Source: an optimization exercise on an open RTL-to-GDS flow (aim: small area, a short achievable clock period and few clock cycles). Production flows keep margins and buffers that such runs may drop. At most, simulation tests tie the RTL to the original design; equivalence was not proved. Function not checked in runs 3 to 5: the RTL went through the layout flow alone. Power figures rest on the tool's default switching activity, not on a simulated workload.

==> design/flow/design.v <==
module fifo_axi #(
    parameter DATA_WIDTH = 32,   
    parameter ADDR_WIDTH = 4     
)(
    input  wire                  clk,
    input  wire                  rst_n,
    input  wire [DATA_WIDTH-1:0] din,       
    input  wire                  wr_stage,  
    input  wire                  push,      
    output reg                   full,
    output wire [DATA_WIDTH-1:0] dout,      
    input  wire                  pop,
    output reg                   empty
);
  localparam DEPTH = (1 << ADDR_WIDTH);
  reg [DATA_WIDTH-1:0] fifo_mem [0:DEPTH-1];
  reg [ADDR_WIDTH-1:0] wr_ptr;
  reg [ADDR_WIDTH-1:0] rd_ptr;
  wire do_push = push && !full;
  wire do_pop  = pop && !empty;
  wire [ADDR_WIDTH-1:0] wr_nxt = wr_ptr + 1'b1;
  wire [ADDR_WIDTH-1:0] rd_nxt = rd_ptr + 1'b1;
  assign dout = fifo_mem[rd_ptr];
  always @(posedge clk) begin
    if (wr_stage && !full)
      fifo_mem[wr_ptr] <= din;
  end
  always @(posedge clk or negedge rst_n) begin
    if (!rst_n) begin
      wr_ptr <= 0;
      rd_ptr <= 0;
      full   <= 1'b0;
      empty  <= 1'b1;
    end else begin
      if (do_push) wr_ptr <= wr_nxt;
      if (do_pop)  rd_ptr <= rd_nxt;
      if (do_push && !do_pop) begin
        empty <= 1'b0;
        full  <= (wr_nxt == rd_ptr);
      end else if (do_pop && !do_push) begin
        full  <= 1'b0;
        empty <= (rd_nxt == wr_ptr);
      end
    end
  end
endmodule
module axi_pcie_fifo_accel #(
    parameter DATA_WIDTH  = 32,
    parameter ADDR_WIDTH  = 4,
    parameter ADDR_LSB    = 2       
)(
    input  wire         s_axi_aclk,
    input  wire         s_axi_aresetn,
    input  wire [31:0]  s_axi_awaddr,
    input  wire         s_axi_awvalid,
    output reg          s_axi_awready,
    input  wire [31:0]  s_axi_wdata,
    input  wire [3:0]   s_axi_wstrb,
    input  wire         s_axi_wvalid,
    output reg          s_axi_wready,
    output wire [1:0]   s_axi_bresp,
    output reg          s_axi_bvalid,
    input  wire         s_axi_bready,
    input  wire [31:0]  s_axi_araddr,
    input  wire         s_axi_arvalid,
    output reg          s_axi_arready,
    output reg  [31:0]  s_axi_rdata,
    output wire [1:0]   s_axi_rresp,
    output reg          s_axi_rvalid,
    input  wire         s_axi_rready
);
  assign s_axi_bresp = 2'b00;
  assign s_axi_rresp = 2'b00;
  wire fifo_full;
  wire fifo_empty;
  wire [DATA_WIDTH-1:0] fifo_dout;
  reg aw_pend;      
  reg aw_push;      
  reg w_pend;       
  reg b_two;        
  wire aw_hs   = s_axi_awvalid && s_axi_awready;
  wire w_hs    = s_axi_wvalid && s_axi_wready;
  wire aw_have = aw_hs || aw_pend;
  wire w_have  = w_hs || w_pend;
  wire wr_done = aw_have && w_have;
  wire is_push = aw_hs ? (s_axi_awaddr[ADDR_LSB+1:ADDR_LSB] == 2'b00) : aw_push;
  wire b_hs    = s_axi_bvalid && s_axi_bready;
  wire aw_pend_n = aw_have && !w_have;
  wire w_pend_n  = w_have && !aw_have;
  wire b_one_n   = wr_done ? (!b_hs || s_axi_bvalid) : (s_axi_bvalid && !b_hs) || b_two;
  wire b_two_n   = wr_done ? (s_axi_bvalid && !b_hs) || b_two : (b_two && !b_hs);
  always @(posedge s_axi_aclk or negedge s_axi_aresetn) begin
    if (!s_axi_aresetn) begin
      aw_pend       <= 1'b0;
      aw_push       <= 1'b0;
      w_pend        <= 1'b0;
      b_two         <= 1'b0;
      s_axi_bvalid  <= 1'b0;
      s_axi_awready <= 1'b1;
      s_axi_wready  <= 1'b1;
    end else begin
      aw_pend       <= aw_pend_n;
      w_pend        <= w_pend_n;
      if (aw_hs) aw_push <= is_push;
      s_axi_bvalid  <= b_one_n;
      b_two         <= b_two_n;
      s_axi_awready <= !aw_pend_n && !b_two_n;
      s_axi_wready  <= !w_pend_n && !b_two_n;
    end
  end
  reg [1:0] skid_t;    
  wire ar_hs  = s_axi_arvalid && s_axi_arready;
  wire r_free = !s_axi_rvalid || s_axi_rready;
  wire skid_v = !s_axi_arready;
  wire r_load = r_free && (skid_v || ar_hs);
  wire [1:0] r_t = skid_v ? skid_t : s_axi_araddr[ADDR_LSB+1:ADDR_LSB];
  wire fifo_pop = r_load && (r_t == 2'b01);
  always @(posedge s_axi_aclk or negedge s_axi_aresetn) begin
    if (!s_axi_aresetn) begin
      s_axi_rvalid  <= 1'b0;
      s_axi_arready <= 1'b1;
      skid_t        <= 2'b00;
    end else begin
      s_axi_rvalid  <= r_load || !r_free;
      s_axi_arready <= skid_v ? r_free : !(ar_hs && !r_free);
      if (ar_hs) skid_t <= s_axi_araddr[ADDR_LSB+1:ADDR_LSB];
    end
  end
  always @(posedge s_axi_aclk) begin
    if (r_load) begin
      case (r_t)
        2'b01:   s_axi_rdata <= fifo_empty ? 32'hDEAD_DEAD : fifo_dout;
        2'b10:   s_axi_rdata <= {30'd0, fifo_full, fifo_empty};
        default: s_axi_rdata <= 32'd0;
      endcase
    end
  end
  fifo_axi #(
      .DATA_WIDTH(DATA_WIDTH),
      .ADDR_WIDTH(ADDR_WIDTH)
  ) fifo_inst (
      .clk(s_axi_aclk),
      .rst_n(s_axi_aresetn),
      .din(s_axi_wdata),
      .wr_stage(!w_pend),
      .push(wr_done && is_push),
      .full(fifo_full),
      .dout(fifo_dout),
      .pop(fifo_pop),
      .empty(fifo_empty)
  );
endmodule
module accelerator_mod #(
   parameter DATA_W = 32,
   parameter ADDR_W = 4
)(
   input  wire            pcie_clk,           
   input  wire            pcie_rstn,
   input  wire [31:0]     pcie_axi_awaddr,
   input  wire            pcie_axi_awvalid,
   output wire            pcie_axi_awready,
   input  wire [31:0]     pcie_axi_wdata,
   input  wire [3:0]      pcie_axi_wstrb,
   input  wire            pcie_axi_wvalid,
   output wire            pcie_axi_wready,
   output wire [1:0]      pcie_axi_bresp,
   output wire            pcie_axi_bvalid,
   input  wire            pcie_axi_bready,
   input  wire [31:0]     pcie_axi_araddr,
   input  wire            pcie_axi_arvalid,
   output wire            pcie_axi_arready,
   output wire [31:0]     pcie_axi_rdata,
   output wire [1:0]      pcie_axi_rresp,
   output wire            pcie_axi_rvalid,
   input  wire            pcie_axi_rready
);
   axi_pcie_fifo_accel #(
      .DATA_WIDTH (DATA_W),
      .ADDR_WIDTH (ADDR_W)
   ) u_fifo_accel (
      .s_axi_aclk   (pcie_clk),
      .s_axi_aresetn(pcie_rstn),
      .s_axi_awaddr (pcie_axi_awaddr),
      .s_axi_awvalid(pcie_axi_awvalid),
      .s_axi_awready(pcie_axi_awready),
      .s_axi_wdata  (pcie_axi_wdata),
      .s_axi_wstrb  (pcie_axi_wstrb),
      .s_axi_wvalid (pcie_axi_wvalid),
      .s_axi_wready (pcie_axi_wready),
      .s_axi_bresp  (pcie_axi_bresp),
      .s_axi_bvalid (pcie_axi_bvalid),
      .s_axi_bready (pcie_axi_bready),
      .s_axi_araddr (pcie_axi_araddr),
      .s_axi_arvalid(pcie_axi_arvalid),
      .s_axi_arready(pcie_axi_arready),
      .s_axi_rdata  (pcie_axi_rdata),
      .s_axi_rresp  (pcie_axi_rresp),
      .s_axi_rvalid (pcie_axi_rvalid),
      .s_axi_rready (pcie_axi_rready)
   );
endmodule
==> design/flow/run.sh <==
#!/bin/bash
# synth_recipe.tcl (not shown) runs the flow's synth.tcl, then flattens the netlist and writes it again
# the make line also repeats each setting of config.mk as NAME=value (left out here)
make -C /OpenROAD-flow-scripts/flow DESIGN_CONFIG=/design/flow/config.mk WORK_HOME=/design/flow/orfs CLKGATE_MAP_FILE= SYNTH_SCRIPT=/design/flow/synth_recipe.tcl finish
==> design/flow/config.mk <==
export PLATFORM = sky130hd
export DESIGN_NAME = accelerator_mod
export DESIGN_NICKNAME = accelerator_mod
export VERILOG_FILES = /design/flow/design.v
export SDC_FILE = /design/flow/constraint.sdc
export NUM_CORES = 4
export LEC_CHECK = 0
export CAP_MARGIN = 20
export CORE_MARGIN = 2
export CORE_UTILIZATION = 40
export PLACE_DENSITY = 0.6
export SETUP_SLACK_MARGIN = 1.2
export SLEW_MARGIN = 20
==> design/flow/constraint.sdc <==
create_clock -name core_clock -period 2.8 [get_ports {pcie_clk}]
set_input_delay 0.5600 -clock core_clock [delete_from_list [all_inputs] [get_ports {pcie_clk}]]
set_output_delay 0.5600 -clock core_clock [all_outputs]
set_load 0.01 [all_outputs]
==> out/qor.log, run 1 <==
INFO  status         outcome=finished clean
INFO  clock_tree     clk_transition_reported_paths=0.06ns
INFO  layout         drive_above_1_share=0.379
INFO  power          pwr-share-clk=0.258
INFO  logic_synthesis synth_largest_area_cell=sky130_fd_sc_hd__edfxtp_1
INFO  worst_setup_path timing.critical_path.mode_cell=sky130_fd_sc_hd__buf_6
INFO  sta            report.final.slew_viol_count=0
INFO  drt            detail_route.first_pass.iterations=7
INFO  drt            detail_route.vias_per_cell=5.63
INFO  power          combinationalPowerShare=0.357
INFO  power          ir_drop=0.604mV
INFO  sta            finalHoldViolCount=0
INFO  logic_synthesis synth_edf_count=544
INFO  worst_setup_path crit_chain=buf_12 -> mux2i_4 -> ha_4 -> buf_6 -> nand3b_1 -> buf_6 -> clkbuf_16 -> a21oi_4 -> a21oi_2 -> o21ai_2
INFO  grt            grt.total_usage=0.199
INFO  layout         fin_util=0.529
INFO  drt            postRouteAntennaNets=0
INFO  placed_design  gp_congestion=0.731
INFO  sta            slew_headroom=0.435
INFO  sta            timing.setup.tns=0ns
INFO  grt            wire_length_of_the_first_global_routing_pass=80.5mm
INFO  drt            drt_first_iter_violations=1302
INFO  layout         final_net_count=1466
INFO  sta            period_utilisation_layout=0.877
INFO  sta            setup_viol=0
INFO  min_path       worstHoldPathType=in -> async
INFO  clock_tree     cts-hold-fix-buffers=0
INFO  drt            postRouteWirelength=58.9mm
INFO  logic_synthesis synth-seq-area-share=0.771
INFO  drt            drt_drc_violations_left=0
INFO  worst_setup_path worstSetupStartpointType=flop
INFO  clock_tree     ctsRootBufferMaster=sky130_fd_sc_hd__clkbuf_16
INFO  layout         flow.area_growth_from_synthesis=30.5%
INFO  clock_tree     clock_sinks=565
INFO  worst_setup_path worstPathBufferInverterCount=4
INFO  worst_setup_path worstReg2RegEnd=u_fifo_accel.s_axi_rdata[30]
INFO  power          sw_frac_of_total=0.307
INFO  floorplanning  die_area=56600µm²
INFO  power          fraction_of_power_consumed_by_sequential_logic=0.385
INFO  logic_synthesis postSynth.asyncResetShare=0.0372
INFO  logic_synthesis synth_warnings=2
INFO  clock_tree     tritoncts.num_buffers=56
INFO  worst_setup_path endpoint_kind=flop
INFO  grt            grt_max_degree=62
INFO  logic_synthesis ys.flop_type=sky130_fd_sc_hd__edfxtp_1
INFO  logic_synthesis ys_top_cells_by_area=sky130_fd_sc_hd__edfxtp_1 (75%), sky130_fd_sc_hd__mux4_2 (8.3%), sky130_fd_sc_hd__mux2i_1 (5.1%), sky130_fd_sc_hd__dfrtp_1 (1.9%), sky130_fd_sc_hd__a21oi_1 (1.1%)
INFO  logic_synthesis synth_largest_type_area_fraction=0.747
INFO  sta            tightest_slew=0.845ns
INFO  logic_synthesis synth_area_per_cell=20.6µm²
INFO  worst_setup_path ff2ff_path_depth=10
INFO  drt            num_vias=11800
INFO  worst_setup_path critPathArrivalTime=2.87ns
INFO  drt            wire_per_inst=28.1µm
INFO  power          power_switching=8.79mW
INFO  floorplanning  chipWidth=238µm
INFO  logic_synthesis synth.lib_cells_used.distinct=50
INFO  power          cellLeakagePower=9.71nW
INFO  placed_design  port_buffers=79
INFO  floorplanning  placement_rows=85
INFO  worst_setup_path critical-path-top-delay-family=buffers and inverters
INFO  layout         antenna_cell_count=0
INFO  grt            antenna_violations_before_repair=1
INFO  flow_run       max_cap_violations=0
INFO  floorplanning  starting_density_of_the_core=0.406
INFO  sta            rsz0062_at_grt=yes
INFO  clock_tree     cts_tree=done
INFO  worst_setup_path regToRegSetupSlack=0.34ns
INFO  sta            peak_freq=0.407GHz
INFO  worst_setup_path critPathKind=reg -> reg
INFO  clock_tree     clkLatencyLatePin=0.62ns
INFO  power          p_per_area=1010nW/µm²
INFO  worst_setup_path timing.critical_path.slowest_stage_cell=sky130_fd_sc_hd__dfstp_2
INFO  worst_setup_path crit_fanout=6
INFO  clock_tree     cts_h_tree_depth=2
INFO  floorplanning  top_level_i_o_count=148
INFO  grt            first_global_vias=11800
INFO  floorplanning  placeableCoreArea=53900µm²
INFO  logic_synthesis syn_inst=1064
INFO  power          internal-power=19.9mW
INFO  grt            grt-ovfl-total=0
INFO  clock_tree     max-clock-path-buffers=3
INFO  placed_design  dp.final_hpwl=25.1mm
INFO  worst_setup_path worstReg2RegStart=u_fifo_accel.s_axi_arready
INFO  worst_setup_path required=3.22ns
INFO  logic_synthesis syn-cell-area=21900µm²
INFO  logic_synthesis ys_ff_latch=565
INFO  sta            clock_period_minus_worst_slack=2.46ns
INFO  floorplanning  die_height=238µm
INFO  worst_setup_path slowest_delay=0.58ns
INFO  sta            fin_skew=0.0151ns
## synthesized netlist by cell type, types with 2 or more instances
master,count
sky130_fd_sc_hd__a211oi_1,7
sky130_fd_sc_hd__dfstp_2,4
sky130_fd_sc_hd__and3_1,12
sky130_fd_sc_hd__o22ai_1,6
sky130_fd_sc_hd__a31oi_1,2
sky130_fd_sc_hd__nand2_1,10
sky130_fd_sc_hd__mux4_2,81
sky130_fd_sc_hd__o21ai_1,4
sky130_fd_sc_hd__nor4bb_1,2
sky130_fd_sc_hd__dfrtp_1,17
sky130_fd_sc_hd__nand3b_1,2
sky130_fd_sc_hd__nor2_1,15
sky130_fd_sc_hd__clkbuf_1,27
sky130_fd_sc_hd__a21oi_1,46
sky130_fd_sc_hd__mux2i_1,112
sky130_fd_sc_hd__or3_1,2
sky130_fd_sc_hd__nand2b_1,5
sky130_fd_sc_hd__mux2_2,2
sky130_fd_sc_hd__xnor2_1,10
sky130_fd_sc_hd__nand4_1,2
sky130_fd_sc_hd__nor2b_1,10
sky130_fd_sc_hd__a22oi_1,24
sky130_fd_sc_hd__ha_1,8
sky130_fd_sc_hd__edfxtp_1,544
sky130_fd_sc_hd__o21ai_0,22
sky130_fd_sc_hd__nand4bb_1,2
sky130_fd_sc_hd__buf_6,9
sky130_fd_sc_hd__xor2_1,5
sky130_fd_sc_hd__buf_12,5
sky130_fd_sc_hd__inv_1,7
sky130_fd_sc_hd__nand3_1,3
sky130_fd_sc_hd__a222oi_1,20
sky130_fd_sc_hd__buf_2,11
sky130_fd_sc_hd__buf_4,9
sky130_fd_sc_hd__a21o_1,2
## per-stage QoR
step                setup slack (ns)  hold WS (ns)  power (mW)  instances  instance area, µm²
floorplan                      0.502         0.264        16.1       1067               22100
global placement             -0.0395         0.486        18.1       1829               23800
detailed placement           -0.0572         0.494        18.3       1829               23800
CTS                            0.426         0.424        27.7       2057               27700
global route                   0.301         0.475        29.7       2093               28500
finish                         0.345         0.432        28.7       2093               28500
## layout by cell type, fill, tap and decap left out, types with 12 or more instances in the layout
cell,n
sky130_fd_sc_hd__buf_6,43
sky130_fd_sc_hd__buf_4,65
sky130_fd_sc_hd__and3_4,23
sky130_fd_sc_hd__o21ai_1,13
sky130_fd_sc_hd__mux2i_1,108
sky130_fd_sc_hd__clkbuf_16,66
sky130_fd_sc_hd__buf_12,71
sky130_fd_sc_hd__a22oi_1,24
sky130_fd_sc_hd__a21oi_2,26
sky130_fd_sc_hd__clkinv_2,12
sky130_fd_sc_hd__clkbuf_1,16
sky130_fd_sc_hd__edfxtp_1,544
sky130_fd_sc_hd__clkdlybuf4s50_1,41
sky130_fd_sc_hd__a222oi_1,20
sky130_fd_sc_hd__buf_2,31
sky130_fd_sc_hd__mux4_2,81
sky130_fd_sc_hd__a21oi_1,18
## logic make-up after synthesis
logic type	after synthesis	share of synthesized area
other cells	1	0.000171
xor+xnor	15	0.00600
flops	565	0.771
buf+inv	70	0.0217
simple gates	70	0.0179
mux	196	0.136
fa+ha+maj	8	0.00458
compound gates	139	0.0426
## routing by layer
metal,up-vias,share of wire,GRT usage
met1,6241,0.42,0.278
met4,2,0.028,0.0610
met2,431,0.48,0.313
met3,98,0.070,0.0425
li1,5017,-,-
met5,-,0.00014,0
## registers in the layout, summed over array words and instances, names as in the netlist
name                             cells
u_fifo_accel.fifo_inst.fifo_mem    512
u_fifo_accel.s_axi_rdata            32
u_fifo_accel.fifo_inst.rd_ptr        4
u_fifo_accel.fifo_inst.wr_ptr        4
u_fifo_accel.skid_t                  2
u_fifo_accel.aw_pend                 1
u_fifo_accel.aw_push                 1
u_fifo_accel.b_two                   1
u_fifo_accel.fifo_inst.empty         1
u_fifo_accel.fifo_inst.full          1
u_fifo_accel.s_axi_arready           1
u_fifo_accel.s_axi_awready           1
u_fifo_accel.s_axi_bvalid            1
u_fifo_accel.s_axi_rvalid            1
u_fifo_accel.s_axi_wready            1
u_fifo_accel.w_pend                  1
## power by group through the flow
| stage | Clock, mW | Sequential (mW) | Combinational [mW] |
|---|---|---|---|
| after floorplan | 0 | 11.1 | 4.98 |
| after global placement | 0 | 11.3 | 6.85 |
| after detailed placement | 0 | 11.4 | 6.91 |
| after CTS | 7.52 | 11.0 | 9.19 |
| after global routing | 7.85 | 11.1 | 10.8 |
| final | 7.39 | 11.0 | 10.3 |
## cell type report
type / instances / area, µm²
timing repair buffer: 278 / 3580
multi-input combinational: 443 / 5390
tap: 696 / 871
clock buffer: 75 / 1530
fill: 4067 / 25400
clock inverter: 29 / 275
sequential: 565 / 16900
inverter: 7 / 28.8
## worst max path at each step
stage                     slack (ns)                            to                  startpoint  depth (start not counted)
final                           0.34  u_fifo_accel.s_axi_rdata[30]  u_fifo_accel.s_axi_arready                         10
after global routing            0.30  u_fifo_accel.s_axi_rdata[30]  u_fifo_accel.s_axi_arready                         10
after CTS                       0.43  u_fifo_accel.s_axi_rdata[25]  u_fifo_accel.s_axi_arready                          9
after detailed placement       -0.06  u_fifo_accel.s_axi_rdata[31]          pcie_axi_araddr[2]                         10
after global placement         -0.04  u_fifo_accel.s_axi_rdata[31]          pcie_axi_araddr[2]                         10
after floorplan                 0.50  u_fifo_accel.fifo_inst.empty  u_fifo_accel.s_axi_arready                          8
## worst reg2reg max path: stages, from the launching register on
cell and delay, ns:
sky130_fd_sc_hd__dfstp_2 0.58, sky130_fd_sc_hd__buf_12 0.12, sky130_fd_sc_hd__mux2i_4 0.26, sky130_fd_sc_hd__ha_4 0.25, sky130_fd_sc_hd__buf_6 0.11, sky130_fd_sc_hd__nand3b_1 0.23
sky130_fd_sc_hd__buf_6 0.20, sky130_fd_sc_hd__clkbuf_16 0.18, sky130_fd_sc_hd__a21oi_4 0.13, sky130_fd_sc_hd__a21oi_2 0.07, sky130_fd_sc_hd__o21ai_2 0.13
## timing repair
action                                  4_1_cts  5_1_grt
setup buffers                               103       27
resized for setup                           279       95
hold endpoints to repair                      0        0
gates cloned                                 21        9
endpoints found under the setup margin      591      619
pin swaps                                    35       28
Testbench counts, summed over its fixed seeds: cycles 5,881.
==> inputs of run 2 (changes only) <==
--- a/design/flow/config.mk
+++ b/design/flow/config.mk
@@ -9,5 +9,4 @@
 export CORE_MARGIN = 2
 export CORE_UTILIZATION = 40
 export PLACE_DENSITY = 0.6
-export SETUP_SLACK_MARGIN = 1.2
 export SLEW_MARGIN = 20
==> run 2 against run 1 <==
Still clean on timing, DRC and antenna. Setup slack worse by 0.067 ns. Global-route usage down 2.8 points. Power down 12%. Count of clock-buffer cells in the layout down 1. Routed wire length down 19%. Hold slack worse by 0.062 ns. Register-to-register slack worse by 0.07 ns. Maximum frequency down 2.7%. Synthesized area unchanged. First-iteration DRC count down 32%. Clock skew about the same. Largest power group unchanged.
==> out/qor.log, run 2 <==
INFO  clock_tree     ctsRootBufferMaster=sky130_fd_sc_hd__clkbuf_16
INFO  clock_tree     max-clock-path-buffers=3
INFO  layout         sequential_cell_area=16900µm²
INFO  logic_synthesis syn-cell-area=21900µm²
INFO  layout         layout_common_cells=sky130_fd_sc_hd__edfxtp_1 (544), sky130_fd_sc_hd__mux2i_1 (112), sky130_fd_sc_hd__mux4_2 (81), sky130_fd_sc_hd__clkdlybuf4s50_1 (79), sky130_fd_sc_hd__clkbuf_16 (58)
INFO  layout         finalInstanceArea=25700µm²
INFO  sta            clock_period_minus_worst_slack=2.52ns
INFO  logic_synthesis syn_inst=1064
INFO  power          p_per_area=983nW/µm²
INFO  worst_setup_path critPathArrivalTime=3.07ns
INFO  worst_setup_path crit_fanout=5
INFO  layout         largest_registers=u_fifo_accel.fifo_inst.fifo_mem (512), u_fifo_accel.s_axi_rdata (32)
INFO  floorplanning  top_level_i_o_count=148
INFO  layout         reg_with_most_ffs=u_fifo_accel.fifo_inst.fifo_mem
INFO  clock_tree     cts-hold-fix-buffers=0
INFO  worst_setup_path timing.critical_path.mode_cell=sky130_fd_sc_hd__ha_1
INFO  power          cellLeakagePower=8.50nW
INFO  grt            grt.total_usage=0.171
INFO  logic_synthesis yosys-mux-area-fraction=0.136
INFO  drt            postRouteAntennaNets=0
INFO  logic_synthesis ys.flop_type=sky130_fd_sc_hd__edfxtp_1
INFO  layout         number_of_filler_instances_in_the_final_layout=4438
INFO  grt            grt-ovfl-total=0
INFO  layout         largest_register_ffs=512
INFO  clock_tree     post_cts_resize_count=0
INFO  placed_design  placement.setup.worst_slack=-0.108ns
INFO  sta            timing.hold.ws=0.370ns
INFO  logic_synthesis simple_gate_fraction_of_synth_area=0.0179
INFO  grt            grt_max_degree=46
INFO  drt            drt_drc_violations_left=0
INFO  worst_setup_path critical-path-top-delay-family=simple AND/OR/NAND/NOR gates
INFO  clock_tree     cts_h_tree_depth=2
INFO  logic_synthesis synth_edf_count=544
INFO  sta            period_utilisation_layout=0.901
INFO  worst_setup_path endpoint_kind=flop
INFO  layout         drive_above_1_share=0.210
INFO  clock_tree     clock_sinks=565
INFO  status         outcome=finished clean
INFO  worst_setup_path critPathKind=reg -> reg
INFO  clock_tree     clkLatencyLatePin=0.61ns
INFO  logic_synthesis synth-seq-area-share=0.771
INFO  placed_design  dpl-instance-area=23900µm²
INFO  floorplanning  chipWidth=238µm
INFO  drt            postRouteWirelength=47.7mm
INFO  logic_synthesis synth_largest_area_cell=sky130_fd_sc_hd__edfxtp_1
INFO  clock_tree     cts.repair_timing.setup_buffer_count=0
INFO  layout         most_frequent_standard_cell_in_the_layout_excluding_fill_and_tap_cells=sky130_fd_sc_hd__edfxtp_1
INFO  worst_setup_path worstPathBufferInverterCount=0
INFO  worst_setup_path timing.critical_path.slowest_stage_cell=sky130_fd_sc_hd__dfstp_2
INFO  worst_setup_path slowest_delay=0.58ns
INFO  logic_synthesis yosysMostFrequentCell=sky130_fd_sc_hd__edfxtp_1
INFO  sta            report.final.slew_viol_count=0
INFO  placed_design  dp.final_hpwl=26.4mm
INFO  layout         final_net_count=1323
INFO  sta            setup_viol=0
INFO  power          ir_drop=0.619mV
INFO  logic_synthesis postSynth.asyncResetShare=0.0372
INFO  sta            slew_headroom=0.544
INFO  sta            finalHoldViolCount=0
INFO  floorplanning  placeableCoreArea=53900µm²
INFO  placed_design  gp_congestion=0.757
INFO  logic_synthesis synth_largest_type_area_fraction=0.747
INFO  logic_synthesis synth_area_per_cell=20.6µm²
INFO  layout         antenna_cell_count=0
INFO  drt            detail_route.first_pass.iterations=5
INFO  logic_synthesis post_synth_fa_ha_maj_area_fraction=0.00458
INFO  sta            fin_skew=0.0147ns
INFO  layout         multi_input_area=4640µm²
INFO  grt            wire_length_of_the_first_global_routing_pass=70.8mm
INFO  sta            peak_freq=0.396GHz
INFO  drt            drt_first_iter_violations=889
INFO  grt            first_global_vias=10900
INFO  sta            rsz0062_at_grt=no
INFO  clock_tree     clk_transition_reported_paths=0.06ns
INFO  placed_design  placedCellCount=1845
INFO  placed_design  port_buffers=79
INFO  flow_run       max_cap_violations=0
INFO  floorplanning  placement_rows=85
INFO  logic_synthesis ys_ff_latch=565
INFO  logic_synthesis synth_top_family_by_area=multiplexers
INFO  drt            wire_per_inst=24.5µm
INFO  clock_tree     cts_tree=done
INFO  drt            detail_route.vias_per_cell=5.40
INFO  floorplanning  die_area=56600µm²
INFO  worst_setup_path worstSetupStartpointType=flop
INFO  logic_synthesis synth_warnings=2
INFO  worst_setup_path crit_chain=mux2i_1 -> ha_1 -> nand2b_1 -> or3_1 -> ha_1 -> nor4_1 -> a32o_1
INFO  layout         layout.cells.non_filler=1947
INFO  sta            worst_slack=0.278ns
INFO  drt            num_vias=10500
INFO  floorplanning  starting_density_of_the_core=0.406
INFO  sta            tightest_slew=0.682ns
INFO  logic_synthesis ys_top_cells_by_area=sky130_fd_sc_hd__edfxtp_1 (75%), sky130_fd_sc_hd__mux4_2 (8.3%), sky130_fd_sc_hd__mux2i_1 (5.1%), sky130_fd_sc_hd__dfrtp_1 (1.9%), sky130_fd_sc_hd__a21oi_1 (1.1%)
INFO  worst_setup_path required=3.35ns
INFO  min_path       worstHoldPathType=in -> async
INFO  logic_synthesis synth.lib_cells_used.distinct=50
INFO  logic_synthesis synth-compound-area-share=0.0426
INFO  logic_synthesis synthTopCellsByCount=sky130_fd_sc_hd__edfxtp_1 (544), sky130_fd_sc_hd__mux2i_1 (112), sky130_fd_sc_hd__mux4_2 (81)
INFO  floorplanning  die_height=238µm
INFO  clock_tree     tritoncts.num_buffers=57
INFO  layout         flow.area_growth_from_synthesis=17.4%
INFO  logic_synthesis synthXorXnorAreaFrac=0.00600
INFO  grt            antenna_violations_before_repair=1
run 2: worst reg2reg max path, cell delays in order (launching register included):
cell and delay (ns):
sky130_fd_sc_hd__dfstp_2 0.58, sky130_fd_sc_hd__mux2i_1 0.32, sky130_fd_sc_hd__ha_1 0.24, sky130_fd_sc_hd__nand2b_1 0.08, sky130_fd_sc_hd__or3_1 0.43, sky130_fd_sc_hd__ha_1 0.34, sky130_fd_sc_hd__nor4_1 0.29, sky130_fd_sc_hd__a32o_1 0.20
run 2: layout make-up:
cell class / instances / area share
multi-input combinational: 432 / 0.181
inverter: 7 / 0.00102
clock buffer: 74 / 0.0592
sequential: 565 / 0.657
clock inverter: 28 / 0.0101
timing repair buffer: 145 / 0.0583
tap: 696 / 0.0339
run 2: path summary, 6_finish.rpt:
kind                                               endpoint  slack (ns)                       start  cells after the start
hold reg to reg                   u_fifo_accel.s_axi_bvalid        0.50          u_fifo_accel.b_two                      2
min in group core_clock           u_fifo_accel.s_axi_bvalid        0.50          u_fifo_accel.b_two                      2
setup reg to reg               u_fifo_accel.fifo_inst.empty        0.28  u_fifo_accel.s_axi_arready                      7
hold / removal             u_fifo_accel.fifo_inst.rd_ptr[1]        0.37                   pcie_rstn                      1
setup / recovery               u_fifo_accel.fifo_inst.empty        0.28  u_fifo_accel.s_axi_arready                      7
max in group asynchronous        u_fifo_accel.s_axi_awready        1.79                   pcie_rstn                      2
run 2: per-stage QoR:
stage | total power, mW | setup TNS [ns] | util
global route | 26.4 | 0 | 0.476
floorplan | 15.9 | -28.84 | -
global placement | 18.1 | -0.0154 | 0.443
finish | 25.2 | 0 | 0.476
CTS | 25.6 | 0 | 0.476
detailed placement | 18.3 | -0.160 | 0.443
run 2: per-layer routing:
layer / up-vias / part of all wire / GRT usage
met5: - / 0.00027 / 0
met4: 2 / 0.021 / 0.0450
met3: 68 / 0.048 / 0.0334
met2: 240 / 0.49 / 0.281
met1: 5521 / 0.44 / 0.234
li1: 4688 / - / -
run 2: cells by family (layout without fill, tap and decap cells):
kind of cell / after synthesis / in the layout
muxes: 196 / 196
buffers and inverters: 70 / 254
adders and majority gates: 8 / 8
DFF: 565 / 565
and+or+nand+nor: 70 / 70
xor gates and xnor gates: 15 / 15
AOI/OAI and AO/OA: 139 / 139
other: 1 / 4
run 2: power by group:
part           leakage (nW)  switching [mW]  internal [mW]
registers              5.21           0.540           10.6
clock network         0.871            3.08           4.19
logic                  2.42            3.72           3.07
==> inputs of run 3 (changes only) <==
--- a/design/flow/design.v
+++ b/design/flow/design.v
@@ -20,12 +20,14 @@
   wire do_pop  = pop && !empty;
   wire [ADDR_WIDTH-1:0] wr_nxt = wr_ptr + 1'b1;
   wire [ADDR_WIDTH-1:0] rd_nxt = rd_ptr + 1'b1;
+  wire one_left  = (rd_nxt == wr_ptr);
+  wire one_free  = (wr_nxt == rd_ptr);
   assign dout = fifo_mem[rd_ptr];
   always @(posedge clk) begin
     if (wr_stage && !full)
       fifo_mem[wr_ptr] <= din;
   end
-  always @(posedge clk or negedge rst_n) begin
+  always @(posedge clk) begin
     if (!rst_n) begin
       wr_ptr <= 0;
       rd_ptr <= 0;
@@ -36,10 +38,10 @@
       if (do_pop)  rd_ptr <= rd_nxt;
       if (do_push && !do_pop) begin
         empty <= 1'b0;
-        full  <= (wr_nxt == rd_ptr);
+        full  <= one_free;
       end else if (do_pop && !do_push) begin
         full  <= 1'b0;
-        empty <= (rd_nxt == wr_ptr);
+        empty <= one_left;
       end
     end
   end
@@ -87,12 +89,11 @@
   wire b_hs    = s_axi_bvalid && s_axi_bready;
   wire aw_pend_n = aw_have && !w_have;
   wire w_pend_n  = w_have && !aw_have;
-  wire b_one_n   = wr_done ? (!b_hs || s_axi_bvalid) : (s_axi_bvalid && !b_hs) || b_two;
+  wire b_one_n   = wr_done || (s_axi_bvalid && !b_hs) || b_two;
   wire b_two_n   = wr_done ? (s_axi_bvalid && !b_hs) || b_two : (b_two && !b_hs);
-  always @(posedge s_axi_aclk or negedge s_axi_aresetn) begin
+  always @(posedge s_axi_aclk) begin
     if (!s_axi_aresetn) begin
       aw_pend       <= 1'b0;
-      aw_push       <= 1'b0;
       w_pend        <= 1'b0;
       b_two         <= 1'b0;
       s_axi_bvalid  <= 1'b0;
@@ -101,39 +102,46 @@
     end else begin
       aw_pend       <= aw_pend_n;
       w_pend        <= w_pend_n;
-      if (aw_hs) aw_push <= is_push;
       s_axi_bvalid  <= b_one_n;
       b_two         <= b_two_n;
       s_axi_awready <= !aw_pend_n && !b_two_n;
       s_axi_wready  <= !w_pend_n && !b_two_n;
     end
   end
-  reg [1:0] skid_t;    
+  always @(posedge s_axi_aclk) begin
+    if (aw_hs) aw_push <= is_push;
+  end
+  reg       skid_v;    
+  reg [1:0] skid_t;
   wire ar_hs  = s_axi_arvalid && s_axi_arready;
   wire r_free = !s_axi_rvalid || s_axi_rready;
-  wire skid_v = !s_axi_arready;
   wire r_load = r_free && (skid_v || ar_hs);
   wire [1:0] r_t = skid_v ? skid_t : s_axi_araddr[ADDR_LSB+1:ADDR_LSB];
-  wire fifo_pop = r_load && (r_t == 2'b01);
-  always @(posedge s_axi_aclk or negedge s_axi_aresetn) begin
+  wire t_pop  = (r_t == 2'b01);
+  wire t_stat = (r_t == 2'b10);
+  wire fifo_pop = r_load && t_pop;
+  wire skid_v_n = skid_v ? !r_free : (ar_hs && !r_free);
+  always @(posedge s_axi_aclk) begin
     if (!s_axi_aresetn) begin
       s_axi_rvalid  <= 1'b0;
       s_axi_arready <= 1'b1;
-      skid_t        <= 2'b00;
+      skid_v        <= 1'b0;
     end else begin
       s_axi_rvalid  <= r_load || !r_free;
-      s_axi_arready <= skid_v ? r_free : !(ar_hs && !r_free);
-      if (ar_hs) skid_t <= s_axi_araddr[ADDR_LSB+1:ADDR_LSB];
+      s_axi_arready <= !skid_v_n;
+      skid_v        <= skid_v_n;
     end
   end
   always @(posedge s_axi_aclk) begin
-    if (r_load) begin
-      case (r_t)
-        2'b01:   s_axi_rdata <= fifo_empty ? 32'hDEAD_DEAD : fifo_dout;
-        2'b10:   s_axi_rdata <= {30'd0, fifo_full, fifo_empty};
-        default: s_axi_rdata <= 32'd0;
-      endcase
-    end
+    if (ar_hs) skid_t <= s_axi_araddr[ADDR_LSB+1:ADDR_LSB];
+  end
+  wire sel_head = t_pop && !fifo_empty;
+  wire sel_dead = t_pop && fifo_empty;
+  wire [31:0] r_val = ({32{sel_head}} & fifo_dout)
+                    | ({32{sel_dead}} & 32'hDEAD_DEAD)
+                    | {30'd0, t_stat && fifo_full, t_stat && fifo_empty};
+  always @(posedge s_axi_aclk) begin
+    if (r_load) s_axi_rdata <= r_val;
   end
   fifo_axi #(
       .DATA_WIDTH(DATA_WIDTH),
--- a/design/flow/config.mk
+++ b/design/flow/config.mk
@@ -9,4 +9,5 @@
 export CORE_MARGIN = 2
 export CORE_UTILIZATION = 40
 export PLACE_DENSITY = 0.6
+export SETUP_SLACK_MARGIN = 0.8
 export SLEW_MARGIN = 20
==> run 3 against run 2 <==
Sequential power decreased by 15%. Utilization increased by 0.43 points. Via count fell by 0.71%. Power is 32% lower. First-iteration DRC count grew 7.8%. Design area rose by 0.50%. Clock power decreased by 5.6%. Synthesized cell count down 3.8%.
==> out/qor.log, run 3 <==
INFO  status         outcome=finished clean
INFO  grt            grt_use_met2=0.274
INFO  sta            finalHoldViolCount=0
INFO  power          ir_drop=0.447mV
INFO  sta            timing.setup.tns=0ns
INFO  worst_setup_path crit_fanout=17
INFO  grt            first_global_vias=10900
INFO  grt            grt-ovfl-total=0
INFO  power          design_power_total=17.1mW
INFO  floorplanning  starting_density_of_the_core=0.405
INFO  layout         number_of_filler_instances_in_the_final_layout=4324
INFO  drt            drt_first_iter_violations=958
INFO  sta            setup_viol=0
INFO  placed_design  port_buffers=79
INFO  layout         finalInstanceArea=25800µm²
INFO  sta            rsz0062_at_grt=yes
INFO  drt            num_vias=10400
INFO  drt            detail_route.first_pass.iterations=5
INFO  worst_setup_path worstReg2RegEnd=u_fifo_accel.s_axi_rdata[2]
INFO  worst_setup_path endpoint_kind=flop
INFO  clock_tree     clkLatencyLatePin=0.61ns
INFO  sta            worst_slack=0.799ns
INFO  logic_synthesis syn-cell-area=21700µm²
INFO  logic_synthesis synth_area_per_cell=21.2µm²
INFO  logic_synthesis synth_edf_count=547
INFO  drt            wire_per_inst=24.9µm
INFO  drt            postRouteWirelength=47.7mm
INFO  drt            detail_route.vias_per_cell=5.44
INFO  logic_synthesis synthTopCellsByCount=sky130_fd_sc_hd__edfxtp_1 (547), sky130_fd_sc_hd__mux4_2 (106), sky130_fd_sc_hd__mux2i_1 (70)
INFO  logic_synthesis synth_largest_type_area_fraction=0.756
INFO  worst_setup_path critPathArrivalTime=2.31ns
INFO  grt            grt_util_met1=0.246
INFO  layout         reg_with_most_ffs=u_fifo_accel.fifo_inst.fifo_mem
INFO  worst_setup_path critPathKind=reg -> reg
INFO  logic_synthesis synth.lib_cells_used.distinct=50
INFO  layout         largest_registers=u_fifo_accel.fifo_inst.fifo_mem (512), u_fifo_accel.s_axi_rdata (32)
INFO  worst_setup_path regToRegSetupSlack=0.80ns
INFO  logic_synthesis ys_top_cells_by_area=sky130_fd_sc_hd__edfxtp_1 (76%), sky130_fd_sc_hd__mux4_2 (11%), sky130_fd_sc_hd__mux2i_1 (3.2%), sky130_fd_sc_hd__dfxtp_1 (2.1%), sky130_fd_sc_hd__o22ai_1 (0.89%)
INFO  layout         antenna_cell_count=0
INFO  logic_synthesis postSynth.asyncResetShare=0
INFO  power          cellLeakagePower=8.05nW
INFO  clock_tree     clock_sinks=570
INFO  logic_synthesis ys.flop_type=sky130_fd_sc_hd__edfxtp_1
INFO  layout         final_net_count=1298
INFO  sta            peak_freq=0.500GHz
INFO  clock_tree     max-clock-path-buffers=3
INFO  sta            clock_period_minus_worst_slack=2.00ns
INFO  sta            tightest_slew=0.819ns
INFO  grt            grt.total_usage=0.171
INFO  clock_tree     cts_h_tree_depth=2
INFO  clock_tree     clk_transition_reported_paths=0.06ns
INFO  floorplanning  die_area=56200µm²
INFO  floorplanning  placeableCoreArea=53700µm²
INFO  layout         layout_common_cells=sky130_fd_sc_hd__edfxtp_1 (547), sky130_fd_sc_hd__mux4_2 (106), sky130_fd_sc_hd__mux2i_1 (70), sky130_fd_sc_hd__clkbuf_16 (58), sky130_fd_sc_hd__buf_4 (48)
INFO  layout         drive_above_1_share=0.238
INFO  logic_synthesis synth_largest_area_cell=sky130_fd_sc_hd__edfxtp_1
INFO  placed_design  dp.final_hpwl=25.3mm
INFO  logic_synthesis synth-seq-area-share=0.777
INFO  logic_synthesis ys_ff_latch=570
INFO  layout         flow.area_growth_from_synthesis=18.8%
INFO  clock_tree     cts-hold-fix-buffers=0
INFO  floorplanning  chipWidth=237µm
INFO  flow_run       max_cap_violations=0
INFO  sta            period_utilisation_layout=0.715
INFO  min_path       worstHoldPathType=in -> reg
INFO  worst_setup_path worstSetupStartpointType=flop
INFO  layout         most_frequent_standard_cell_in_the_layout_excluding_fill_and_tap_cells=sky130_fd_sc_hd__edfxtp_1
INFO  worst_setup_path timing.critical_path.to=u_fifo_accel.s_axi_rdata[2]
INFO  clock_tree     tritoncts.num_buffers=56
INFO  layout         layout.cells.non_filler=1920
INFO  floorplanning  die_height=237µm
INFO  worst_setup_path ff2ff_path_depth=4
INFO  placed_design  placement.setup.worst_slack=0.195ns
INFO  worst_setup_path required=3.10ns
INFO  layout         sequential_cell_area=16900µm²
INFO  logic_synthesis syn_inst=1024
INFO  drt            drt_drc_violations_left=0
INFO  sta            report.final.slew_viol_count=0
INFO  logic_synthesis synth_warnings=2
INFO  clock_tree     ctsRootBufferMaster=sky130_fd_sc_hd__clkbuf_16
INFO  layout         largest_register_ffs=512
INFO  grt            antenna_violations_before_repair=0
INFO  floorplanning  top_level_i_o_count=148
INFO  logic_synthesis yosysMostFrequentCell=sky130_fd_sc_hd__edfxtp_1
INFO  grt            gr-usage-met3=0.0234
INFO  sta            slew_headroom=0.454
INFO  drt            postRouteAntennaNets=0
INFO  grt            grt_max_degree=38
INFO  floorplanning  placement_rows=85
INFO  clock_tree     cts_tree=done
INFO  grt            global_route.peak_usage_layer=met2
INFO  placed_design  placedCellCount=1802
INFO  grt            wire_length_of_the_first_global_routing_pass=70.5mm
INFO  layout         multi_input_area=4700µm²
INFO  sta            fin_skew=0.0140ns
INFO  power          p_per_area=661nW/µm²
INFO  placed_design  dpl-instance-area=23800µm²
INFO  placed_design  gp_congestion=0.702
run 3: changes by cell type in the layout (fill, tap and decap cells not counted), sizes merged, moves of 15 or more:
cell           delta
mux2i            -42
clkdlybuf4s50    -39
dlygate4sd2      +37
mux4             +25
o21ai            -25
o22ai            +25
dfxtp            +23
and2             +22
a21oi            -20
a222oi           -20
dfrtp            -17
a211oi           +15
run 3: how the worst min path moves through the flow:
stage | start | to | slack (ns) | depth (start not counted)
finish | pcie_axi_araddr[2] | u_fifo_accel.skid_t[0] | 0.22 | 1
global route | pcie_axi_araddr[2] | u_fifo_accel.skid_t[0] | 0.22 | 1
CTS | u_fifo_accel.fifo_inst.rd_ptr[3] | u_fifo_accel.fifo_inst.rd_ptr[3] | 0.52 | 2
detailed placement | u_fifo_accel.fifo_inst.rd_ptr[3] | u_fifo_accel.fifo_inst.rd_ptr[3] | 0.52 | 2
global placement | u_fifo_accel.fifo_inst.rd_ptr[3] | u_fifo_accel.fifo_inst.rd_ptr[3] | 0.50 | 2
floorplan | u_fifo_accel.fifo_inst.rd_ptr[3] | flop | 0.48 | 2
run 3: timing repair:
action                                  in CTS  in global routing
gates resized for setup                     54                 15
gates cloned                                 2                  2
endpoints found under the setup margin     225                267
pin swaps                                    0                  2
buffers inserted                            11                  6
run 3: where the power goes:
part           leakage (nW)  internal (mW)  total, mW  switching [mW]
logic                  2.07          0.265      0.655           0.390
clock network         0.795           3.84       6.86            3.03
registers              5.18           9.50       9.56          0.0514
total                  8.05           13.6       17.1            3.47
run 3: kinds of logic (layout without fill, tap and decap cells):
kind of cell    Yosys count  in the layout  share of synthesized area
compound gates          119            119                     0.0385
xor+xnor                 11             11                    0.00443
fa+ha+maj                 6              6                    0.00346
buf+inv                  61            258                     0.0125
flops                   570            570                      0.777
mux                     176            176                      0.142
other cells               1              4                   0.000173
simple gates             80             80                     0.0215
run 3: final cells by class:
cell class              count  share of cell area
clock buffers              74              0.0569
clock inverters            23             0.00635
inverters                   6            0.000872
multi-input cells         396               0.182
flip-flops and latches    570               0.654
well taps                 696              0.0337
repair buffers            155              0.0658
run 3: worst max-delay path: stages (launching register included):
cell and delay [ns]:
sky130_fd_sc_hd__dfxtp_4 0.48, sky130_fd_sc_hd__buf_16 0.22, sky130_fd_sc_hd__mux4_2 0.51, sky130_fd_sc_hd__a211oi_1 0.34
sky130_fd_sc_hd__a21oi_2 0.14
run 3: routing by layer:
layer / part of all wire / vias to the layer above
met5: 0 / -
met4: 0.024 / 0
met3: 0.045 / 75
met2: 0.48 / 259
met1: 0.45 / 5524
li1: - / 4586
run 3: per-stage QoR:
stage                     hold WS (ns)   util
final                            0.221  0.481
after global routing             0.217  0.481
after CTS                        0.524  0.478
after detailed placement         0.515  0.444
after global placement           0.501  0.444
after floorplan                  0.481      -
==> inputs of run 4 (changes only) <==
--- a/design/flow/config.mk
+++ b/design/flow/config.mk
@@ -9,5 +9,4 @@
 export CORE_MARGIN = 2
 export CORE_UTILIZATION = 40
 export PLACE_DENSITY = 0.6
-export SETUP_SLACK_MARGIN = 0.8
 export SLEW_MARGIN = 20
==> run 4 against run 3 <==
Largest cell class unchanged. Via count about the same. Flip-flop and latch count unchanged. Sequential share of layout area up 0.16 points. Count of clock-buffer cells in the layout up 6. Still clean on timing, DRC and antenna. Global-route usage up 0.070 points. Register-to-register slack worse by 0.24 ns. Synthesized cell count unchanged. Routed wire length about the same. Hold slack better by 0.31 ns. Utilization down 0.12 points. Setup slack worse by 0.24 ns. Design area down 0.26%.
==> out/qor.log, run 4 <==
INFO  logic_synthesis synth-compound-area-share=0.0385
INFO  placed_design  placement.setup.worst_slack=-0.0135ns
INFO  layout         layout.cells.non_filler=1917
INFO  sta            report.final.slew_viol_count=0
INFO  clock_tree     cts_h_tree_depth=2
INFO  flow_run       max_cap_violations=0
INFO  clock_tree     ctsRootBufferMaster=sky130_fd_sc_hd__clkbuf_16
INFO  grt            grt_max_degree=35
INFO  worst_setup_path critPathKind=reg -> reg
INFO  sta            fin_skew=0.0298ns
INFO  clock_tree     clock_sinks=570
INFO  logic_synthesis synth.lib_cells_used.distinct=50
INFO  clock_tree     clk_transition_reported_paths=0.06ns
INFO  layout         flow.area_growth_from_synthesis=18.5%
INFO  worst_setup_path timing.critical_path.slowest_stage_cell=sky130_fd_sc_hd__nor4_1
INFO  floorplanning  die_height=237µm
INFO  power          cellLeakagePower=7.94nW
INFO  clock_tree     cts.repair_timing.setup_buffer_count=0
INFO  power          p_per_area=683nW/µm²
INFO  layout         most_frequent_standard_cell_in_the_layout_excluding_fill_and_tap_cells=sky130_fd_sc_hd__edfxtp_1
INFO  clock_tree     post_cts_resize_count=0
INFO  logic_synthesis syn_inst=1024
INFO  sta            setup_viol=0
INFO  grt            grt_use_met2=0.281
INFO  sta            worst_slack=0.555ns
INFO  drt            num_vias=10500
INFO  grt            gr-usage-met3=0.0253
INFO  clock_tree     tritoncts.num_buffers=59
INFO  sta            peak_freq=0.445GHz
INFO  placed_design  dp.final_hpwl=27.8mm
INFO  placed_design  placedCellCount=1810
INFO  drt            detail_route.first_pass.iterations=5
INFO  floorplanning  top_level_i_o_count=148
INFO  sta            clock_period_minus_worst_slack=2.24ns
INFO  floorplanning  placeableCoreArea=53700µm²
INFO  grt            grt_util_met1=0.242
INFO  clock_tree     cts_tree=done
INFO  worst_setup_path worstSetupStartpointType=flop
INFO  logic_synthesis yosysMostFrequentCell=sky130_fd_sc_hd__edfxtp_1
INFO  grt            global_route.peak_usage_layer=met2
INFO  placed_design  gp_congestion=0.717
INFO  logic_synthesis syn-cell-area=21700µm²
INFO  worst_setup_path crit_fanout=14
INFO  power          ir_drop=0.443mV
INFO  floorplanning  placement_rows=85
INFO  min_path       worstHoldPathType=reg -> reg
INFO  grt            wire_length_of_the_first_global_routing_pass=70.8mm
INFO  worst_setup_path required=3.08ns
INFO  drt            postRouteAntennaNets=0
INFO  drt            detail_route.vias_per_cell=5.45
INFO  layout         reg_with_most_ffs=u_fifo_accel.fifo_inst.fifo_mem
INFO  drt            drt_drc_violations_left=0
INFO  logic_synthesis synth_area_per_cell=21.2µm²
INFO  drt            postRouteWirelength=47.7mm
INFO  floorplanning  starting_density_of_the_core=0.405
INFO  logic_synthesis post_synth_fa_ha_maj_area_fraction=0.00346
INFO  grt            antenna_violations_before_repair=0
INFO  logic_synthesis synth_edf_count=547
INFO  layout         largest_registers=u_fifo_accel.fifo_inst.fifo_mem (512), u_fifo_accel.s_axi_rdata (32)
INFO  logic_synthesis synthTopCellsByCount=sky130_fd_sc_hd__edfxtp_1 (547), sky130_fd_sc_hd__mux4_2 (106), sky130_fd_sc_hd__mux2i_1 (70)
INFO  logic_synthesis synth_warnings=2
INFO  clock_tree     cts-hold-fix-buffers=0
INFO  drt            wire_per_inst=24.9µm
INFO  worst_setup_path critPathArrivalTime=2.53ns
INFO  logic_synthesis synth_largest_type_area_fraction=0.756
INFO  sta            timing.hold.ws=0.527ns
INFO  worst_setup_path crit_chain=nor4_1 -> and2_2 -> buf_4
INFO  grt            grt.total_usage=0.172
INFO  logic_synthesis postSynth.asyncResetShare=0
INFO  logic_synthesis synth_top_family_by_area=multiplexers
INFO  logic_synthesis ys.flop_type=sky130_fd_sc_hd__edfxtp_1
INFO  placed_design  port_buffers=79
INFO  status         outcome=finished clean
INFO  grt            grt-ovfl-total=0
INFO  layout         drive_above_1_share=0.223
INFO  sta            slew_headroom=0.480
INFO  clock_tree     max-clock-path-buffers=3
INFO  worst_setup_path endpoint_kind=flop
INFO  logic_synthesis simple_gate_fraction_of_synth_area=0.0215
INFO  sta            rsz0062_at_grt=no
INFO  layout         largest_register_ffs=512
INFO  sta            finalHoldViolCount=0
INFO  floorplanning  die_area=56200µm²
INFO  logic_synthesis synthXorXnorAreaFrac=0.00443
INFO  sta            tightest_slew=0.778ns
INFO  layout         antenna_cell_count=0
INFO  clock_tree     clkLatencyLatePin=0.63ns
INFO  layout         fin_util=0.480
INFO  power          design_power_total=17.6mW
INFO  logic_synthesis yosys-mux-area-fraction=0.142
INFO  sta            period_utilisation_layout=0.802
INFO  logic_synthesis synth-seq-area-share=0.777
INFO  logic_synthesis ys_ff_latch=570
INFO  logic_synthesis synth_largest_area_cell=sky130_fd_sc_hd__edfxtp_1
INFO  worst_setup_path slowest_delay=0.59ns
INFO  layout         layout_common_cells=sky130_fd_sc_hd__edfxtp_1 (547), sky130_fd_sc_hd__mux4_2 (106), sky130_fd_sc_hd__clkdlybuf4s50_1 (79), sky130_fd_sc_hd__mux2i_1 (70), sky130_fd_sc_hd__clkbuf_16 (59)
INFO  layout         final_net_count=1288
INFO  floorplanning  chipWidth=237µm
INFO  grt            first_global_vias=10700
INFO  drt            drt_first_iter_violations=891
INFO  logic_synthesis ys_top_cells_by_area=sky130_fd_sc_hd__edfxtp_1 (76%), sky130_fd_sc_hd__mux4_2 (11%), sky130_fd_sc_hd__mux2i_1 (3.2%), sky130_fd_sc_hd__dfxtp_1 (2.1%), sky130_fd_sc_hd__o22ai_1 (0.89%)
## run 4: changes by cell type in the layout (fill, tap and decap cells not counted), sizes merged
| cell | before | now |
|---|---|---|
| clkbuf | 76 | 80 |
| inv | 7 | 10 |
| bufinv | 2 | 3 |
| dlymetal6s2s | 2 | 0 |
| dlygate4sd2 | 37 | 0 |
| clkdlybuf4s50 | 40 | 79 |
| buf | 74 | 63 |
## run 4: cells by family after synthesis
logic type | after synthesis
xor+xnor | 11
simple gates | 80
fa+ha+maj | 6
other cells | 1
mux | 176
buf+inv | 61
flops | 570
compound gates | 119
## run 4: cell type report
| type | instances | area, µm² |
|---|---|---|
| Clock buffer | 80 | 1570 |
| Timing Repair Buffer | 142 | 1560 |
| Tap cell | 696 | 871 |
| Multi-Input combinational cell | 396 | 4610 |
| Inverter | 6 | 22.5 |
| Fill cell | 4363 | 28000 |
| Sequential cell | 570 | 16900 |
| Clock inverter | 27 | 224 |
## run 4: path summary, 6_finish.rpt
kind / end / slack, ns / cells past startpoint / startpoint
setup / recovery: u_fifo_accel.fifo_inst.fifo_mem[2][28] / 0.56 / 3 / u_fifo_accel.fifo_inst.full
hold / removal: u_fifo_accel.fifo_inst.rd_ptr[3] / 0.53 / 2 / u_fifo_accel.fifo_inst.rd_ptr[3]
setup reg to reg: u_fifo_accel.fifo_inst.fifo_mem[2][28] / 0.56 / 3 / u_fifo_accel.fifo_inst.full
hold reg to reg: u_fifo_accel.fifo_inst.rd_ptr[3] / 0.53 / 2 / u_fifo_accel.fifo_inst.rd_ptr[3]
## run 4: metal layers
layer	part of all wire	up-vias
met5	0	-
met4	0.020	0
met3	0.046	70
met2	0.49	273
met1	0.44	5532
li1	-	4578
## run 4: per-stage QoR
stage | cell area, µm² | TNS [ns]
detailed placement | 24000 | -0.0135
CTS | 25800 | 0
finish | 25800 | 0
global placement | 23900 | -0.0742
floorplan | 21700 | 0
global route | 25800 | 0
## run 4: worst max-delay path: cells and delay by family (launching register included)
family | cells | cell delay (ns)
flops | 1 | 0.42
buf+inv | 1 | 0.37
simple gates | 2 | 1.11
## run 4: power breakdown
| group | total, mW | internal [mW] | switching [mW] |
|---|---|---|---|
| clock | 7.34 | 4.18 | 3.16 |
| combinational | 0.675 | 0.282 | 0.393 |
| sequential | 9.56 | 9.50 | 0.0536 |
==> inputs of run 5 (changes only) <==
--- a/design/flow/config.mk
+++ b/design/flow/config.mk
@@ -8,5 +8,8 @@
 export CAP_MARGIN = 20
 export CORE_MARGIN = 2
 export CORE_UTILIZATION = 40
+export CTS_CLUSTER_DIAMETER = 80
+export CTS_CLUSTER_SIZE = 30
 export PLACE_DENSITY = 0.6
+export SETUP_SLACK_MARGIN = 0.8
 export SLEW_MARGIN = 20
==> run 5 against run 4 <==
Still clean. Critical path depth rose by 4. Maximum frequency increased by 13%. Sequential power barely moved. Clock skew fell by 0.0092 ns. Critical path type unchanged. Largest power group unchanged.
==> out/qor.log, run 5 <==
INFO  sta            fin_skew=0.0206ns
INFO  status         outcome=finished clean
INFO  floorplanning  die_height=237µm
INFO  sta            tightest_slew=0.765ns
INFO  power          power_switching=3.20mW
INFO  layout         largest_register_ffs=512
INFO  worst_setup_path slowest_delay=0.48ns
INFO  logic_synthesis ys_ff_latch=570
INFO  placed_design  port_buffers=79
INFO  drt            num_vias=10300
INFO  worst_setup_path worstReg2RegEnd=u_fifo_accel.s_axi_rdata[2]
INFO  sta            report.final.slew_viol_count=0
INFO  layout         final_net_count=1278
INFO  logic_synthesis synth-seq-area-share=0.777
INFO  sta            setup_viol=0
INFO  min_path       worstHoldPathType=in -> reg
INFO  layout         antenna_cell_count=0
INFO  floorplanning  placeableCoreArea=53700µm²
INFO  clock_tree     clock_sinks=570
INFO  layout         finalInstanceArea=25300µm²
INFO  placed_design  gp_congestion=0.702
INFO  layout         fin_util=0.471
INFO  sta            peak_freq=0.504GHz
INFO  logic_synthesis synth.lib_cells_used.distinct=50
INFO  min_path       holdCritStartpoint=pcie_axi_araddr[2]
INFO  power          design_power_total=14.9mW
INFO  logic_synthesis synth_area_per_cell=21.2µm²
INFO  logic_synthesis ys_top_cells_by_area=sky130_fd_sc_hd__edfxtp_1 (76%), sky130_fd_sc_hd__mux4_2 (11%), sky130_fd_sc_hd__mux2i_1 (3.2%), sky130_fd_sc_hd__dfxtp_1 (2.1%), sky130_fd_sc_hd__o22ai_1 (0.89%)
INFO  sta            finalHoldViolCount=0
INFO  logic_synthesis synth_largest_area_cell=sky130_fd_sc_hd__edfxtp_1
INFO  sta            period_utilisation_layout=0.708
INFO  grt            first_global_vias=10500
INFO  sta            timing.setup.tns=0ns
INFO  power          fraction_of_power_consumed_by_sequential_logic=0.642
INFO  power          combinationalPowerShare=0.046
INFO  drt            detail_route.vias_per_cell=5.51
INFO  floorplanning  die_area=56200µm²
INFO  worst_setup_path timing.critical_path.mode_cell=sky130_fd_sc_hd__buf_4
INFO  grt            antenna_violations_before_repair=0
INFO  logic_synthesis ys.flop_type=sky130_fd_sc_hd__edfxtp_1
INFO  power          p_per_area=587nW/µm²
INFO  clock_tree     max-clock-path-buffers=3
INFO  grt            grt_max_degree=38
INFO  grt            wire_length_of_the_first_global_routing_pass=69.2mm
INFO  placed_design  dp.final_hpwl=25.3mm
INFO  power          cellLeakagePower=7.76nW
INFO  grt            grt-ovfl-total=0
INFO  layout         reg_with_most_ffs=u_fifo_accel.fifo_inst.fifo_mem
INFO  clock_tree     cts_tree=done
INFO  min_path       holdPathStages=1
INFO  layout         layout_common_cells=sky130_fd_sc_hd__edfxtp_1 (547), sky130_fd_sc_hd__mux4_2 (106), sky130_fd_sc_hd__mux2i_1 (70), sky130_fd_sc_hd__buf_4 (49), sky130_fd_sc_hd__clkdlybuf4s50_1 (41)
INFO  drt            detail_route.first_pass.iterations=7
INFO  floorplanning  starting_density_of_the_core=0.405
INFO  clock_tree     clkLatencyLatePin=0.59ns
INFO  clock_tree     clk_transition_reported_paths=0.11ns
INFO  power          internal-power=11.7mW
INFO  grt            grt.total_usage=0.167
INFO  logic_synthesis synth_warnings=2
INFO  floorplanning  placement_rows=85
INFO  worst_setup_path critPathArrivalTime=2.39ns
INFO  logic_synthesis synth_edf_count=547
INFO  clock_tree     cts_h_tree_depth=1
INFO  clock_tree     cts-hold-fix-buffers=0
INFO  floorplanning  chipWidth=237µm
INFO  min_path       min_delay_worst_endpoint=u_fifo_accel.skid_t[0]
INFO  worst_setup_path critPathKind=reg -> reg
INFO  layout         drive_above_1_share=0.244
INFO  layout         layout.cells.non_filler=1877
INFO  logic_synthesis syn_inst=1024
INFO  power          ir_drop=0.443mV
INFO  layout         flow.area_growth_from_synthesis=16.5%
INFO  drt            wire_per_inst=25.4µm
INFO  sta            slew_headroom=0.489
INFO  worst_setup_path ff2ff_path_depth=7
INFO  logic_synthesis yosysMostFrequentCell=sky130_fd_sc_hd__edfxtp_1
INFO  drt            postRouteAntennaNets=0
INFO  sta            clock_period_minus_worst_slack=1.98ns
INFO  worst_setup_path required=3.21ns
INFO  placed_design  dpl-instance-area=23800µm²
INFO  power          pwr-share-clk=0.312
INFO  logic_synthesis syn-cell-area=21700µm²
INFO  flow_run       max_cap_violations=0
INFO  placed_design  placedCellCount=1802
INFO  floorplanning  top_level_i_o_count=148
INFO  clock_tree     ctsRootBufferMaster=sky130_fd_sc_hd__clkbuf_16
INFO  clock_tree     tritoncts.num_buffers=27
INFO  worst_setup_path timing.critical_path.slowest_stage_cell=sky130_fd_sc_hd__or3_4
INFO  worst_setup_path worstSetupStartpointType=flop
INFO  worst_setup_path regToRegSetupSlack=0.82ns
INFO  logic_synthesis synth_largest_type_area_fraction=0.756
INFO  logic_synthesis postSynth.asyncResetShare=0
INFO  layout         most_frequent_standard_cell_in_the_layout_excluding_fill_and_tap_cells=sky130_fd_sc_hd__edfxtp_1
INFO  worst_setup_path crit_fanout=9
INFO  sta            rsz0062_at_grt=yes
INFO  drt            postRouteWirelength=47.7mm
INFO  worst_setup_path crit_chain=buf_4 -> buf_8 -> or3_4 -> buf_4 -> o22ai_2 -> a211oi_2 -> a21oi_2
INFO  drt            drt_first_iter_violations=1035
INFO  logic_synthesis synthTopCellsByCount=sky130_fd_sc_hd__edfxtp_1 (547), sky130_fd_sc_hd__mux4_2 (106), sky130_fd_sc_hd__mux2i_1 (70)
INFO  worst_setup_path endpoint_kind=flop
INFO  drt            drt_drc_violations_left=0
INFO  layout         largest_registers=u_fifo_accel.fifo_inst.fifo_mem (512), u_fifo_accel.s_axi_rdata (32)
INFO  power          sw_frac_of_total=0.215
## run 5: cell counts after synthesis
Identical to the previous run, type by type.
## run 5: worst max-delay path by stage
stage / endpoint / from / cells after the start / slack, ns
after floorplan: u_fifo_accel.fifo_inst.full / pcie_axi_araddr[3] / 7 / 0.66
after global placement: u_fifo_accel.fifo_inst.full / pcie_axi_araddr[2] / 8 / 0.21
after detailed placement: u_fifo_accel.fifo_inst.full / pcie_axi_araddr[2] / 8 / 0.19
after CTS: u_fifo_accel.s_axi_rdata[21] / flop / 4 / 0.77
after global routing: u_fifo_accel.fifo_inst.full / pcie_axi_awvalid / 7 / 0.73
final: u_fifo_accel.s_axi_rdata[2] / flop / 7 / 0.82
## run 5: cell type report
| class | instances | area, µm² |
|---|---|---|
| Fill cell | 4359 | 28400 |
| Sequential cell | 570 | 16900 |
| Multi-Input combinational cell | 396 | 4770 |
| Timing Repair Buffer | 164 | 1880 |
| Tap cell | 696 | 871 |
| Clock buffer | 28 | 679 |
| Clock inverter | 17 | 193 |
| Inverter | 6 | 22.5 |
## run 5: power by group through the flow
stage	registers, mW	logic, mW	clock network (mW)
final	9.54	0.681	4.64
after global routing	9.55	0.739	5.04
after CTS	9.54	0.659	4.76
after detailed placement	9.74	0.674	0
after global placement	9.73	0.662	0
after floorplan	9.74	0.275	0
## run 5: cells by family after synthesis
kind of cell | count (synthesis) | synth area share
AO/OA/AOI/OAI | 119 | 0.0385
XOR/XNOR | 11 | 0.00443
adder cells (fa/ha/maj) | 6 | 0.00346
buffers and inverters | 61 | 0.0125
flip-flops | 570 | 0.777
multiplexers | 176 | 0.142
other | 1 | 0.000173
AND/OR/NAND/NOR | 80 | 0.0215
## run 5: what timing repair did
action                     CTS  global route
pin swaps                    1             4
buffers inserted            10            11
cloned                       2             7
setup endpoints to repair  189           235
resized for setup           57            33
## run 5: per-layer routing
metal  vias to the layer above  part of all wire  track usage
met4                         0             0.016       0.0349
met3                        42             0.057       0.0177
met1                      5482              0.45        0.246
met2                       306              0.48        0.271
met5                         -                 0            0
li1                       4518                 -            -
## run 5: worst max-delay path, delay by kind of cell (launching register included)
family | cells | cell delay [ns]
flip-flops | 1 | 0.37
AND/OR/NAND/NOR | 1 | 0.48
AO/OA/AOI/OAI | 3 | 0.45
buffers and inverters | 3 | 0.49
## run 5: stage by stage
stage	setup WS [ns]	hold slack, ns
2_1_floorplan	0.662	0.481
3_3_place_gp	0.209	0.501
3_5_place_dp	0.195	0.515
4_1_cts	0.769	0.531
5_1_grt	0.731	0.214
6_report	0.817	0.222

[static timing again, ports no longer ideal]
Ports are ideal in the flow. The routed layouts listed here were re-timed in OpenROAD.
Step 1 sets driving cells, clkbuf_16 on the clock port and buf_2 on the other inputs (assumed; they add their load-dependent delay and slew).
Step 2, shift: input delay + t, output delay - t, t = (earliest + latest rising clock arrival at the registers) / 2. This alone moves slack from input paths to output paths.
Slacks: no drivers / after step 1 / after step 2; pairs: no drivers / after step 1.
| run | t (ns) | slack for setup (ns) | latest minus earliest clock arrival (ns) |
|---|---|---|---|
| run 1 | 0.667 | 0.345 / 0.345 / -0.055 | 0.016 / 0.016 |
| run 2 | 0.653 | 0.278 / 0.278 / -0.123 | 0.017 / 0.018 |
| run 3 | 0.657 | 0.799 / 0.759 / 0.282 | 0.016 / 0.015 |
| run 4 | 0.666 | 0.555 / 0.546 / -0.033 | 0.036 / 0.036 |
| run 5 | 0.645 | 0.817 / 0.809 / 0.226 | 0.023 / 0.023 |
With both steps, setup timing fails in run 1, run 2 and run 4, where it was met with ideal ports. The setup slack of run 5, which loses most, moves by -0.008 ns with the drivers and by -0.591 ns with both steps.
